Context: an optimization exercise on an open-source flow, tuned for small area. The choices shown serve that exercise and are no tape-out recipe. No run shown here included a check of the RTL's function; only the layout flow was run. Power and IR drop assume default switching activity.

## flow/config.mk

```make
export PLATFORM = sky130hd
export DESIGN_NAME = DigitalClock_12hrFormat
export DESIGN_NICKNAME = DigitalClock_12hrFormat
export VERILOG_FILES = /design/flow/design.v
export SDC_FILE = /design/flow/constraint.sdc
export NUM_CORES = 4
export LEC_CHECK = 0
export CAP_MARGIN = 20
export CORE_MARGIN = 2
export CORE_UTILIZATION = 40
export PLACE_DENSITY = 0.6
export SLEW_MARGIN = 20
```

## flow/constraint.sdc

```tcl
create_clock -name core_clock -period 10.0 [get_ports {clk}]
set_input_delay 2.0000 -clock core_clock [delete_from_list [all_inputs] [get_ports {clk}]]
set_output_delay 2.0000 -clock core_clock [all_outputs]
set_load 0.01 [all_outputs]
```

## flow/design.v

```verilog
module DigitalClock_12hrFormat(
    input clk,
    input rst,
    input center,
    input right,
    input left,
    input up,
    input down,
    input M_00,
    input M_01,
    input M_02,
    input M_03,
    input M_10,
    input M_11,
    input M_12,
    input H_00,
    input H_01,
    input H_02,
    input H_10,
    input H_11,
    output [6:0] seg,
    output [3:0] an,
    output AMPM_indicator_led,
    output clock_mode_indicator_led,
    output Alarm1,
    output Alarm2,
    output Alarm3,
    output Alarm4,
    output Alarm5,
    input stop
);
    wire act, tgl, s60;
    wire [2:0] mt, dmt;
    wire [3:0] mo, h12, dmo, ho;
    wire pm, ht, dpm, h24;
    reg  x;
    ticks      TK (.clk(clk), .rst(rst), .center(center), .left(left), .right(right),
                   .cm(clock_mode_indicator_led), .act(act), .tgl(tgl), .s60(s60));
    timeofday  TD (.clk(clk), .rst(rst), .act(act), .tgl(tgl), .up(up), .down(down), .s60(s60),
                   .mt(mt), .mo(mo), .pm(pm), .h12(h12), .h24(h24));
    shown      SH (.clk(clk), .rst(rst), .mt(mt), .mo(mo), .pm(pm), .h12(h12), .h24(h24),
                   .dmt(dmt), .dmo(dmo), .dpm(dpm), .ht(ht), .ho(ho));
    scan       SC (.clk(clk), .rst(rst), .dmo(dmo), .dmt(dmt), .ho(ho), .ht(ht), .seg(seg), .an(an));
    wire match = ~H_11 & (H_10 == ht) & ({1'b0, H_02, H_01, H_00} == ho) &
                 ({M_12, M_11, M_10} == dmt) & ({M_03, M_02, M_01, M_00} == dmo);
    always @(posedge clk)
        if (rst) x <= 1'b0;
        else x <= ~stop & (x | match);
    assign AMPM_indicator_led = dpm;
    assign Alarm1 = x;
    assign Alarm2 = x;
    assign Alarm3 = x;
    assign Alarm4 = x;
    assign Alarm5 = x;
endmodule
module ticks(input clk, input rst, input center, input left, input right,
             output reg cm, output act, output reg tgl, output s60);
    localparam [5:0] L49 = 6'b001001;    
    localparam [5:0] S60 = 6'b101000;    
    reg       hi;
    reg [5:0] lo;
    reg [5:0] sec;
    wire wrap_lo  = (lo == L49);
    assign act    = ~cm & (hi | wrap_lo);            
    wire sec_tick = cm & hi & wrap_lo;               
    assign s60    = (sec == S60);
    always @(posedge clk) begin
        if (rst) begin
            cm <= 1'b0; hi <= 1'b0; lo <= 6'd0; sec <= 6'd0; tgl <= 1'b0;
        end else begin
            cm <= cm ^ center;
            hi <= cm & (hi ^ wrap_lo);
            lo <= (wrap_lo | (~cm & hi)) ? 6'd0 : {lo[4:0], ~(lo[5] ^ lo[4])};
            if (s60 | (cm & center & ~sec_tick)) sec <= 6'd0;
            else if (sec_tick) sec <= {sec[4:0], ~(sec[5] ^ sec[4])};
            if (cm & center) tgl <= 1'b0;
            else if (act & (left | right)) tgl <= ~tgl;
        end
    end
endmodule
module timeofday(input clk, input rst, input act, input tgl, input up, input down, input s60,
                 output reg [2:0] mt, output reg [3:0] mo, output reg pm, output reg [3:0] h12,
                 output h24);
    wire m60      = mt[2] & mt[1];
    wire mo9      = mo[3] & mo[0];
    wire mo0      = ~(mo[3] | mo[2] | mo[1] | mo[0]);
    wire mt0      = ~(mt[2] | mt[1] | mt[0]);
    assign h24    = h12[3] & h12[2] & h12[0];
    wire h12is12  = h12[3] & h12[2];
    wire h11      = h12[3] & h12[1] & h12[0];
    wire h1       = ~h12[3] & ~h12[2] & ~h12[1] & h12[0];
    wire h_nz     = pm | ~h12is12;                   
    wire t_nz     = h_nz | ~mo0 | ~mt0;              
    wire mmode = act & ~tgl;
    wire hmode = act & tgl;
    wire m_up  = s60 | (mmode & up & ~(down & t_nz));
    wire m_dn  = mmode & down & t_nz;
    wire h_up  = m60 | (hmode & up & ~(down & h_nz));
    wire h_dn  = (m_dn & mo0 & mt0) | (hmode & down & h_nz);
    wire [3:0] a = mo ^ {4{m_dn}};
    wire cu = m_up & mo9;
    wire cd = m_dn & mo0;
    wire wr = cu | cd;
    wire t0 = m_up | m_dn;
    wire t1 = t0 & a[0];
    wire t2 = t1 & a[1];
    wire t3 = t2 & a[2];
    wire [3:0] tmo = {t3 | wr, t2 & ~wr, t1 & ~wr, t0};
    wire [2:0] b = mt ^ {3{m_dn}};
    wire u1 = wr & b[0];
    wire u2 = u1 & b[1];
    wire [2:0] tmt = {u2, u1 & ~(cd & mt0), wr};
    wire [3:0] c = h12 ^ {4{h_dn}};
    wire sp = (h_up & h12is12) | (h_dn & h1);
    wire v0 = h_up | h_dn;
    wire v1 = v0 & c[0];
    wire v2 = v1 & c[1];
    wire v3 = v2 & c[2];
    wire [3:0] th = {v3 | sp, v2 | sp, v1, v0 & ~(h_up & h11 & pm)};
    wire pm_t = (h_up & h11 & ~pm) | (h_dn & h1 & ~pm) | (h_dn & h12is12 & pm);
    always @(posedge clk) begin
        if (rst | h24) begin pm <= 1'b0; h12 <= 4'd12; end
        else begin pm <= pm ^ pm_t; h12 <= h12 ^ th; end
        if (rst | m60) begin mt <= 3'd0; mo <= 4'd0; end
        else begin mt <= mt ^ tmt; mo <= mo ^ tmo; end
    end
endmodule
module shown(input clk, input rst, input [2:0] mt, input [3:0] mo, input pm, input [3:0] h12,
             input h24, output reg [2:0] dmt, output reg [3:0] dmo, output reg dpm,
             output ht, output [3:0] ho);
    reg [3:0] dh12;     
    always @(posedge clk)
        if (rst) begin dmt <= 3'd0; dmo <= 4'd0; dpm <= 1'b0; dh12 <= 4'd0; end
        else begin
            dmo <= mo;
            dmt <= mt | (h24 ? dmt : 3'd0);
            dpm <= pm;
            dh12 <= h12;
        end
    assign ht = dh12[3] & (dh12[2] | dh12[1]);
    assign ho = {~ht & dh12[3], ~ht & dh12[2], ht ? dh12[2] & ~dh12[0] : dh12[1], dh12[0]};
endmodule
module scan(input clk, input rst, input [3:0] dmo, input [2:0] dmt, input [3:0] ho, input ht,
            output [6:0] seg, output [3:0] an);
    reg [1:0] cnt, dd;
    reg       fr;              
    reg [3:0] mem0, mem2;
    reg [2:0] mem1;
    reg       mem3;
    reg [3:0] segc;            
    always @(posedge clk) begin
        case (dd)
        2'd0: mem0 <= dmo;
        2'd1: mem1 <= dmt;
        2'd2: mem2 <= ho;
        2'd3: mem3 <= ht;
        endcase
        if (rst) begin
            cnt <= 2'd0; dd <= 2'd0; fr <= 1'b1; segc <= 4'd15;
        end else begin
            cnt <= cnt + 2'd1;
            if (cnt == 2'd3) dd <= dd + 2'd1;
            if ((cnt == 2'd3) & (dd == 2'd3)) fr <= 1'b0;
            if (fr & (cnt == 2'd0)) segc <= 4'd15;
            else case (dd)
            2'd0: segc <= mem0;
            2'd1: segc <= {1'b0, mem1};
            2'd2: segc <= mem2;
            2'd3: segc <= {3'b000, mem3};
            endcase
        end
    end
    assign seg[0] = (segc[1] & segc[3]) | (~segc[0] & ~segc[1] & segc[2]) | (segc[0] & ~segc[1] & ~segc[2] & ~segc[3]);
    assign seg[1] = ~((~segc[2]) | (~segc[0] & ~segc[1]) | (segc[0] & segc[1] & ~segc[3]));
    assign seg[2] = (segc[1] & segc[3]) | (~segc[0] & segc[1] & ~segc[2]);
    assign seg[3] = ~((~segc[0] & ~segc[2]) | (segc[1] & ~segc[2]) | (~segc[0] & segc[1]) | (segc[0] & ~segc[1] & segc[2]));
    assign seg[4] = (segc[0]) | (~segc[1] & segc[2]);
    assign seg[5] = (segc[0] & segc[1]) | (segc[1] & ~segc[2]) | (segc[0] & ~segc[2] & ~segc[3]);
    assign seg[6] = (segc[0] & segc[1] & segc[2]) | (~segc[1] & ~segc[2] & ~segc[3]);
    wire       rst_state = (segc == 4'd15) & (cnt == 2'd0) & (dd == 2'd0);
    wire [1:0] dprev = (cnt == 2'd0) ? dd - 2'd1 : dd;
    assign an = rst_state ? 4'b1111 : ~(4'b0001 << dprev);
endmodule
```

## flow/run.sh

```bash
#!/bin/bash
# synth_recipe.tcl (not shown) runs the flow's synth.tcl, then flattens the netlist and writes it again
# the make line also repeats each setting of config.mk as NAME=value (left out here)
make -C /OpenROAD-flow-scripts/flow DESIGN_CONFIG=/design/flow/config.mk WORK_HOME=/design/flow/orfs CLKGATE_MAP_FILE= SYNTH_SCRIPT=/design/flow/synth_recipe.tcl finish
```

==> qor.csv, run 1 <==
metric;value;unit
FF+latch area;1341;µm²
Critical Path Start Type;register;
Routed WL;5.509;mm
fin worst setup slack;5717;ps
number of max-cap violations;0;
top post-synthesis cells by count;49 x dfxtp_1, 35 x nor2_1, 25 x nand2_1;
number of synthesized register bits;61;
CTS Hold Bufs;0;
Critical Path RT;8000;ps
first-pass GRT wire length;9.183;mm
Reg2Reg Depth;11;
detailed placement HPWL;3.972;mm
synthesis warning total;5;
pre-CTS WS;5768;ps
syn avg cell area;9.097;µm²
die height;89.04;µm
Synthesized Nets;348;
Area Growth Syn to Fin;20.29;%
fmax;0.2335;GHz
vias;2304;
RSZ-0062 raised after global routing;no;
Global Route Usage Sum;15.26;%
Setup Fix Bufs, Post-CTS;0;
core box area;7137;µm²
final RePlAce weighted congestion;0.7850;
Clk pin slew, worst setup/hold paths;70;ps
Mapped Cells;318;
clock skew;12.47;ps
Routed WL per cell;12.19;µm
Peak VDD IR;0.06942;mV
Max Slew Vio Count;0;
Routed Antenna Nets;0;
die area;7928;µm²
final period utilization;42.83;%
CP endpoint kind;output port;
n_diodes;0;
# fillers;702;
post-synth cell types;52;
io pins;38;
die width;89.04;µm
Static Leak;1.318;nW
CP endpoint;an[2];
H-tree depth;3;
clock sink count;61;
mapped cell area;2893;µm²
grt ovf;0;
Initial Utilization;40.53;%
fin nets;378;
RR Endpoint;TD.mo[2]$_SDFF_PP0_;
FFs w/ async S/R, synth;0;%
vias in the first global route;2030;
PwrDens;147.2;nW/µm²
area leader, netlist;dfxtp_1;
cells resized by post-CTS repair;0;
critical path type;register to output port;
Root Buffer;clkbuf_8;
setup TNS;0;ps
CTS max path bufs;2;
area of the multi-input gates;1411;µm²
largest net degree at the start of global routing;36;
Synth top area share;33.91;%
Port-buffer cells;37;
clock tree from TritonCTS;done;
1st-pass router iterations;4;
status;complete, no violations;
Least-Margin Pin Slew;761.8;ps
Hold Crit Class;register to register;
top-count cell post-synth;dfxtp_1;
Tmin final;4283;ps
initial DRC count;80;
vias per inst;5.097;
crit path max fanout;12;
Remaining DRCs;0;
Worst EP arrival;2280;ps
ys flop type;dfxtp_1;
Synth area leaders;dfxtp_1 34%, edfxtp_1 12%, nor2_1 4.5%, ha_1 4.3%, xnor2_1 3.9%;
worst reg-to-reg setup slack;7110;ps
cell row count;31;
Worst Setup SP;SC.dd[0]$_SDFFE_PP0N_;
endpoints failing setup;0;
Skew-Pair Late Insertion Delay;340;ps
layout cells sized above 1;5.949;%
Post-synth EDFFs;12;
Final Hold Viols;0;
initial antenna violation count;0;
Relative slew margins;48.78;%
reg2reg start;TK.lo[4]$_SDFF_PP0_;
register area share after synthesis;46.37;%
TritonCTS Buffers;9;
==> layout make-up <==
class | count | area share [%]
Tap cell | 99 | 3.560
Multi-Input combinational cell | 224 | 40.56
Sequential cell | 61 | 38.55
Clock buffer | 14 | 4.675
Clock inverter | 2 | 0.2877
Inverter | 14 | 1.510
Timing Repair Buffer | 38 | 10.86
==> logic make-up after synthesis <==
group,count (synthesis),share of synthesized area [%]
simple gates,130,23.18
compound gates,61,13.97
flops,61,46.37
buf+inv,33,4.844
xor+xnor,15,4.542
fa+ha+maj,10,4.325
mux,8,2.768
==> worst min-delay path by stage <==
| stage | slack (ps) | to | depth (start not counted) | startpoint |
|---|---|---|---|---|
| after detailed placement | 440 | TK.lo[1]$_SDFF_PP0_ | 1 | TK.lo[0]$_SDFF_PP0_ |
| after global routing | 470 | SC.cnt[0]$_SDFF_PP0_ | 1 | SC.cnt[0]$_SDFF_PP0_ |
| after CTS | 450 | SC.cnt[0]$_SDFF_PP0_ | 1 | SC.cnt[0]$_SDFF_PP0_ |
| after floorplan | 420 | SC.cnt[0]$_SDFF_PP0_ | 1 | SC.cnt[0]$_SDFF_PP0_ |
| after global placement | 430 | SC.cnt[0]$_SDFF_PP0_ | 1 | SC.cnt[0]$_SDFF_PP0_ |
| final | 450 | SC.cnt[0]$_SDFF_PP0_ | 1 | SC.cnt[0]$_SDFF_PP0_ |
==> report_power, final <==
group          leakage [nW]  switching, W  internal, W
combinational         0.707     0.0000251    0.0000322
clock                0.0905     0.0000887     0.000103
sequential            0.520    0.00000648     0.000257
total                  1.32      0.000120     0.000392
==> per-stage QoR <==
stage | cell area, µm² | hold WS (ps) | instances | utilization [%] | total power (W)
3_3_place_gp | 3307 | 431.5 | 436 | 46.34 | 0.0003259
5_1_grt | 3480 | 474.9 | 452 | 48.76 | 0.0005360
4_1_cts | 3480 | 454.7 | 452 | 48.76 | 0.0005188
3_5_place_dp | 3307 | 435.8 | 436 | 46.34 | 0.0003266
2_1_floorplan | 2893 | 417.3 | 318 | - | 0.0002979
6_report | 3480 | 449.2 | 452 | 48.76 | 0.0005122
==> worst max-delay path, stage by stage (launching register included) <==
cell	delay (ps)
dfxtp_1	390
inv_1	180
ha_1	450
nand4_1	230
o21ai_0	130
clkdlybuf4s50_1	550
==> flip-flops by register name, summed over array words and instances (netlist names), 2 cells and up <==
register	cells
TK.sec	6
SC.cnt	2
SH.dmt	3
SC.dd	2
SC.mem0	4
SH.dmo	4
SC.mem2	4
TD.h12	4
SC.mem1	3
TD.mo	4
TD.mt	3
SC.segc	4
SH.dh12	4
TK.lo	6
==> cells in the final DEF (no fill, tap or decap), types with 4 or more instances in the layout <==
| master | instances |
|---|---|
| dfxtp_1 | 49 |
| clkdlybuf4s50_1 | 37 |
| nor2_1 | 35 |
| nand2_1 | 25 |
| o21ai_0 | 17 |
| inv_1 | 14 |
| nor3_1 | 14 |
| xnor2_1 | 13 |
| edfxtp_1 | 12 |
| clkbuf_8 | 11 |
| nor2b_1 | 10 |
| a21oi_1 | 10 |
| ha_1 | 10 |
| mux2i_1 | 8 |
| nand3_1 | 6 |
| o211ai_1 | 6 |
| nor4_1 | 5 |
| and2_1 | 5 |
| a31oi_1 | 5 |
| nor3b_1 | 4 |
| nand2b_1 | 4 |
==> layer usage <==
layer / up-vias / GRT usage [%] / routed length, µm
met2: 36 / 24.08 / 2534
met5: - / 0 / 0
li1: 1193 / - / -
met3: 9 / 4.524 / 216
met4: 0 / 7.734 / 107
met1: 1066 / 19.01 / 2651
==> run 2, diff against run 1 <==
--- a/flow/config.mk
+++ b/flow/config.mk
@@ -8,5 +8,8 @@
 export CAP_MARGIN = 20
 export CORE_MARGIN = 2
 export CORE_UTILIZATION = 40
+export CTS_BUF_LIST = sky130_fd_sc_hd__clkbuf_4
+export CTS_CLUSTER_DIAMETER = 200
+export CTS_CLUSTER_SIZE = 40
 export PLACE_DENSITY = 0.6
 export SLEW_MARGIN = 20
==> run 2 against run 1 <==
Net effect: still clean; first-iteration DRC count shrank 1.3%; clock power decreased by 27%; clock skew is 6.8 ps higher; routed wire length increased by 0.62%; die area unchanged; synthesized area did not move; register-to-register slack barely moved; largest power group unchanged.
==> qor.csv, run 2 <==
metric;value;unit
Synth top area share;33.91;%
Area Growth Syn to Fin;18.04;%
commonest non-fill, non-tap cell in the layout;dfxtp_1;
Initial Utilization;40.53;%
largest net degree at the start of global routing;36;
Global Route Usage Sum;15.28;%
vias per inst;5.104;
Tmin final;4377;ps
CTS max path bufs;2;
number of synthesized register bits;61;
Skew-Pair Late Insertion Delay;400;ps
io pins;38;
vias;2307;
clock tree from TritonCTS;done;
Synth area leaders;dfxtp_1 34%, edfxtp_1 12%, nor2_1 4.5%, ha_1 4.3%, xnor2_1 3.9%;
top post-synthesis cells by count;49 x dfxtp_1, 35 x nor2_1, 25 x nand2_1;
mapped cell area;2893;µm²
final period utilization;43.77;%
Synthesized Nets;348;
pre-CTS WS;5768;ps
Layout Utilization;47.84;%
Critical Path Start Type;register;
Final Hold Viols;0;
Static Leak;1.296;nW
FFs w/ async S/R, synth;0;%
register area share after synthesis;46.37;%
fin worst setup slack;5623;ps
most frequent cells in the layout;49 x dfxtp_1, 37 x clkdlybuf4s50_1, 35 x nor2_1;
FF+latch area;1341;µm²
# fillers;715;
Mapped Cells;318;
initial DRC count;79;
n_diodes;0;
Routed WL per cell;12.26;µm
crit path max fanout;12;
core box area;7137;µm²
detailed placement HPWL;3.972;mm
cells resized by post-CTS repair;0;
Routed Antenna Nets;0;
1st-pass router iterations;5;
Critical Path RT;8000;ps
initial antenna violation count;0;
syn avg cell area;9.097;µm²
Least-Margin Pin Slew;773.1;ps
Clk pin slew, worst setup/hold paths;100;ps
die area;7928;µm²
Port-buffer cells;37;
TritonCTS Buffers;9;
Post-Layout Cell Count;452;
die height;89.04;µm
Remaining DRCs;0;
grt ovf;0;
PwrDens;134.8;nW/µm²
fmax;0.2285;GHz
fin nets;378;
Relative slew margins;48.02;%
area of the multi-input gates;1411;µm²
first-pass GRT wire length;9.204;mm
Hold Crit Class;register to register;
Max Slew Vio Count;0;
Post-synth EDFFs;12;
final RePlAce weighted congestion;0.7850;
clock sink count;61;
top-count cell post-synth;dfxtp_1;
clock skew;19.28;ps
synthesis warning total;5;
top flop regs;TK.lo: 6 flops, TK.sec: 6 flops;
Routed WL;5.543;mm
layout cells sized above 1;6.516;%
area leader, netlist;dfxtp_1;
CP endpoint kind;output port;
ys flop type;dfxtp_1;
Peak VDD IR;0.05916;mV
vias in the first global route;2024;
endpoints failing setup;0;
Setup Fix Bufs, Post-CTS;0;
Worst EP arrival;2380;ps
die width;89.04;µm
status;complete, no violations;
setup TNS;0;ps
RSZ-0062 raised after global routing;no;
cell row count;31;
post-synth cell types;52;
Placed Cells incl. Taps;436;
H-tree depth;3;
Root Buffer;clkbuf_4;
CTS Hold Bufs;0;
number of max-cap violations;0;
critical path type;register to output port;
-- run 2: metal layers --
layer	vias up	GRT usage, %	part of all wire [%]
met5	-	0	0
met4	0	5.699	1.2
met3	8	5.355	4.5
met2	41	24.42	48
met1	1061	19.14	47
li1	1197	-	-
-- run 2: worst max-delay path: stages, from the launching register on --
cell	delay (ps)
dfxtp_1	410
inv_1	190
ha_1	460
nand4_1	240
o21ai_0	130
clkdlybuf4s50_1	550
-- run 2: layout make-up --
cell class | instances | share of cell area [%]
Multi-Input combinational cell | 224 | 41.33
Tap cell | 99 | 3.628
Clock inverter | 4 | 0.5130
Timing Repair Buffer | 38 | 11.07
Clock buffer | 12 | 2.638
Sequential cell | 61 | 39.28
Inverter | 14 | 1.539
-- run 2: worst paths after layout --
kind | start | end | slack [ps] | cells after the start
hold reg to reg | SC.mem0[0]$_DFFE_PP_ | SC.segc[0]$_SDFF_PP1_ | 460 | 2
hold / removal | SC.mem0[0]$_DFFE_PP_ | SC.segc[0]$_SDFF_PP1_ | 460 | 2
setup / recovery | SC.dd[0]$_SDFFE_PP0N_ | an[2] | 5620 | 5
setup reg to reg | TK.lo[4]$_SDFF_PP0_ | TD.mo[2]$_SDFF_PP0_ | 7110 | 11
-- run 2: per-stage QoR --
step / total power, W / hold WS (ps) / instance area, µm²
final: 0.0004601 / 455.1 / 3415
after global routing: 0.0004851 / 482.9 / 3415
after CTS: 0.0004676 / 455.7 / 3415
after detailed placement: 0.0003266 / 435.8 / 3307
after global placement: 0.0003259 / 431.5 / 3307
after floorplan: 0.0002979 / 417.3 / 2893
-- run 2: logic make-up (layout without fill, tap and decap cells) --
logic type | count (synthesis) | count (layout) | share of synthesized area [%]
muxes | 8 | 8 | 2.768
xor gates and xnor gates | 15 | 15 | 4.542
DFF | 61 | 61 | 46.37
AOI/OAI and AO/OA | 61 | 61 | 13.97
and+or+nand+nor | 130 | 130 | 23.18
adders and majority gates | 10 | 10 | 4.325
buffers and inverters | 33 | 68 | 4.844
-- run 2: power breakdown --
part / switching [W] / internal [W]
clock: 0.0000824 / 0.0000574
combinational: 0.0000251 / 0.0000322
sequential: 0.00000653 / 0.000257
==> run 3, diff against run 2 <==
--- a/flow/config.mk
+++ b/flow/config.mk
@@ -8,8 +8,8 @@
 export CAP_MARGIN = 20
 export CORE_MARGIN = 2
 export CORE_UTILIZATION = 40
-export CTS_BUF_LIST = sky130_fd_sc_hd__clkbuf_4
-export CTS_CLUSTER_DIAMETER = 200
-export CTS_CLUSTER_SIZE = 40
+export CTS_BUF_LIST = sky130_fd_sc_hd__clkbuf_16
+export CTS_CLUSTER_DIAMETER = 500
+export CTS_CLUSTER_SIZE = 64
 export PLACE_DENSITY = 0.6
 export SLEW_MARGIN = 20
==> run 3 against run 2 <==
Net effect: sequential power about the same; non-clock buffer count did not move; clock-buffer cell count shrank 3.
==> qor.csv, run 3 <==
metric;value;unit
largest net degree at the start of global routing;36;
detailed placement HPWL;3.972;mm
CP endpoint kind;output port;
# fillers;691;
crit path max fanout;12;
mapped cell area;2893;µm²
critical path type;register to output port;
final RePlAce weighted congestion;0.7850;
Remaining DRCs;0;
Critical Path Start Type;register;
Area Growth Syn to Fin;23.10;%
synthesis warning total;5;
Worst Setup SP;SC.dd[0]$_SDFFE_PP0N_;
initial antenna violation count;0;
Static Leak;1.368;nW
die height;89.04;µm
worst reg-to-reg setup slack;7110;ps
setup TNS;0;ps
layout cells sized above 1;5.666;%
Setup Fix Bufs, Post-CTS;0;
clock skew;8.494;ps
Initial Utilization;40.53;%
n_diodes;0;
CTS max path bufs;2;
grt ovf;0;
final period utilization;42.89;%
RR Endpoint;TD.mo[2]$_SDFF_PP0_;
clock sink count;61;
Routed WL per cell;12.42;µm
Global Route Usage Sum;15.49;%
TritonCTS Buffers;9;
FFs w/ async S/R, synth;0;%
Root Buffer;clkbuf_16;
commonest non-fill, non-tap cell in the layout;dfxtp_1;
post-synth cell types;52;
Mapped Cells;318;
Max Slew Vio Count;0;
Clk pin slew, worst setup/hold paths;50;ps
Relative slew margins;48.79;%
Synthesized Nets;348;
top-count cell post-synth;dfxtp_1;
Skew-Pair Late Insertion Delay;330;ps
clock tree from TritonCTS;done;
register area share after synthesis;46.37;%
RSZ-0062 raised after global routing;no;
cells resized by post-CTS repair;0;
Post-synth EDFFs;12;
reg2reg start;TK.lo[4]$_SDFF_PP0_;
cell row count;31;
ys flop type;dfxtp_1;
Synth top area share;33.91;%
vias;2314;
vias per inst;5.119;
status;complete, no violations;
core box area;7137;µm²
area leader, netlist;dfxtp_1;
Worst EP arrival;2290;ps
number of max-cap violations;0;
Tmin final;4289;ps
Peak VDD IR;0.08390;mV
Reg2Reg Depth;11;
Routed Antenna Nets;0;
io pins;38;
Synth area leaders;dfxtp_1 34%, edfxtp_1 12%, nor2_1 4.5%, ha_1 4.3%, xnor2_1 3.9%;
Critical Path RT;8000;ps
fin nets;378;
Hold Crit Class;register to register;
Port-buffer cells;37;
first-pass GRT wire length;9.287;mm
Routed WL;5.613;mm
number of synthesized register bits;61;
Final Power;0.0005835;W
vias in the first global route;2023;
initial DRC count;89;
Least-Margin Pin Slew;761.6;ps
Final Hold Viols;0;
CTS Hold Bufs;0;
die width;89.04;µm
fmax;0.2331;GHz
H-tree depth;3;
CP endpoint;an[2];
1st-pass router iterations;4;
syn avg cell area;9.097;µm²
die area;7928;µm²
top post-synthesis cells by count;49 x dfxtp_1, 35 x nor2_1, 25 x nand2_1;
most frequent cells in the layout;49 x dfxtp_1, 37 x clkdlybuf4s50_1, 35 x nor2_1;
endpoints failing setup;0;
PwrDens;163.9;nW/µm²
top flop regs;TK.lo: 6 flops, TK.sec: 6 flops;
-- run 3: worst min-delay path by stage --
stage,startpoint,endpoint,slack [ps],depth (start not counted)
4_1_cts,TK.lo[0]$_SDFF_PP0_,TK.lo[1]$_SDFF_PP0_,450,1
3_5_place_dp,TK.lo[0]$_SDFF_PP0_,TK.lo[1]$_SDFF_PP0_,440,1
2_1_floorplan,SC.cnt[0]$_SDFF_PP0_,SC.cnt[0]$_SDFF_PP0_,420,1
6_report,TK.lo[0]$_SDFF_PP0_,TK.lo[1]$_SDFF_PP0_,450,1
3_3_place_gp,SC.cnt[0]$_SDFF_PP0_,SC.cnt[0]$_SDFF_PP0_,430,1
5_1_grt,SC.cnt[0]$_SDFF_PP0_,SC.cnt[0]$_SDFF_PP0_,470,1
-- run 3: critical path: stages, from the launching register on --
cell and delay (ps):
dfxtp_1 380, inv_1 180, ha_1 470, nand4_1 240, o21ai_0 130, clkdlybuf4s50_1 550
-- run 3: logic make-up after synthesis --
logic type | synth area share (%)
buffers and inverters | 4.844
multiplexers | 2.768
XOR/XNOR | 4.542
flip-flops | 46.37
adder cells (fa/ha/maj) | 4.325
AND/OR/NAND/NOR | 23.18
AO/OA/AOI/OAI | 13.97
-- run 3: metal layers --
layer  GRT usage [%]  routed length [µm]
met1           19.23                2689
met2           24.83                2630
met3           6.187                 239
met4           4.885                  55
met5               0                   0
-- run 3: area by class of cell --
| type | instances | area (µm²) | area share [%] |
|---|---|---|---|
| repair buffers | 38 | 377.9 | 10.61 |
| flip-flops and latches | 61 | 1341 | 37.67 |
| multi-input cells | 224 | 1411 | 39.63 |
| well taps | 99 | 123.9 | 3.479 |
| clock inverters | 7 | 28.78 | 0.8082 |
| inverters | 14 | 52.55 | 1.476 |
| clock buffers | 9 | 225.2 | 6.325 |
-- run 3: power by group --
part / switching (W) / leakage [nW] / internal, W
Clock: 0.000100 / 0.141 / 0.000162
Combinational: 0.0000253 / 0.707 / 0.0000322
Sequential: 0.00000656 / 0.520 / 0.000257
Total: 0.000132 / 1.37 / 0.000451
-- run 3: through the flow --
step / instance area (µm²) / utilization [%] / hold slack [ps] / instances / setup slack (ps)
floorplan: 2893 / - / 417.3 / 318 / 6353
global placement: 3307 / 46.34 / 431.5 / 436 / 5774
detailed placement: 3307 / 46.34 / 435.8 / 436 / 5768
CTS: 3561 / 49.89 / 449.8 / 452 / 5676
global route: 3561 / 49.89 / 471.7 / 452 / 5437
finish: 3561 / 49.89 / 446.0 / 452 / 5711

static timing again, ports no longer ideal:
The flow's constraints put no driver on any port. The routed layouts listed below were extracted and timed again, unchanged, in two steps. Step 1, drivers: a clkbuf_16 drives clk and a buf_2 each remaining input, both assumed. Step 2 moves the port delays by t, midway between the first and last clock arrival at a register: inputs arrive t later, outputs are due t later. That takes back most of the time a late clock gives input paths. a / b / c = ideal / step 1 / step 2; a / b = the first two.
run	shift t [ns]	setup slack, ns	worst setup path after step 2	slew at the worst register clock pin (ns)	pins driven straight from the clock port
run 1	0.360	5.717 / 5.689 / 5.751	input to register	0.07 / 0.07	1
run 2	0.416	5.623 / 5.596 / 5.762	input to register	0.10 / 0.10	1
run 3	0.352	5.711 / 5.681 / 5.753	input to register	0.05 / 0.05	1
After both steps every run listed still meets setup and hold.
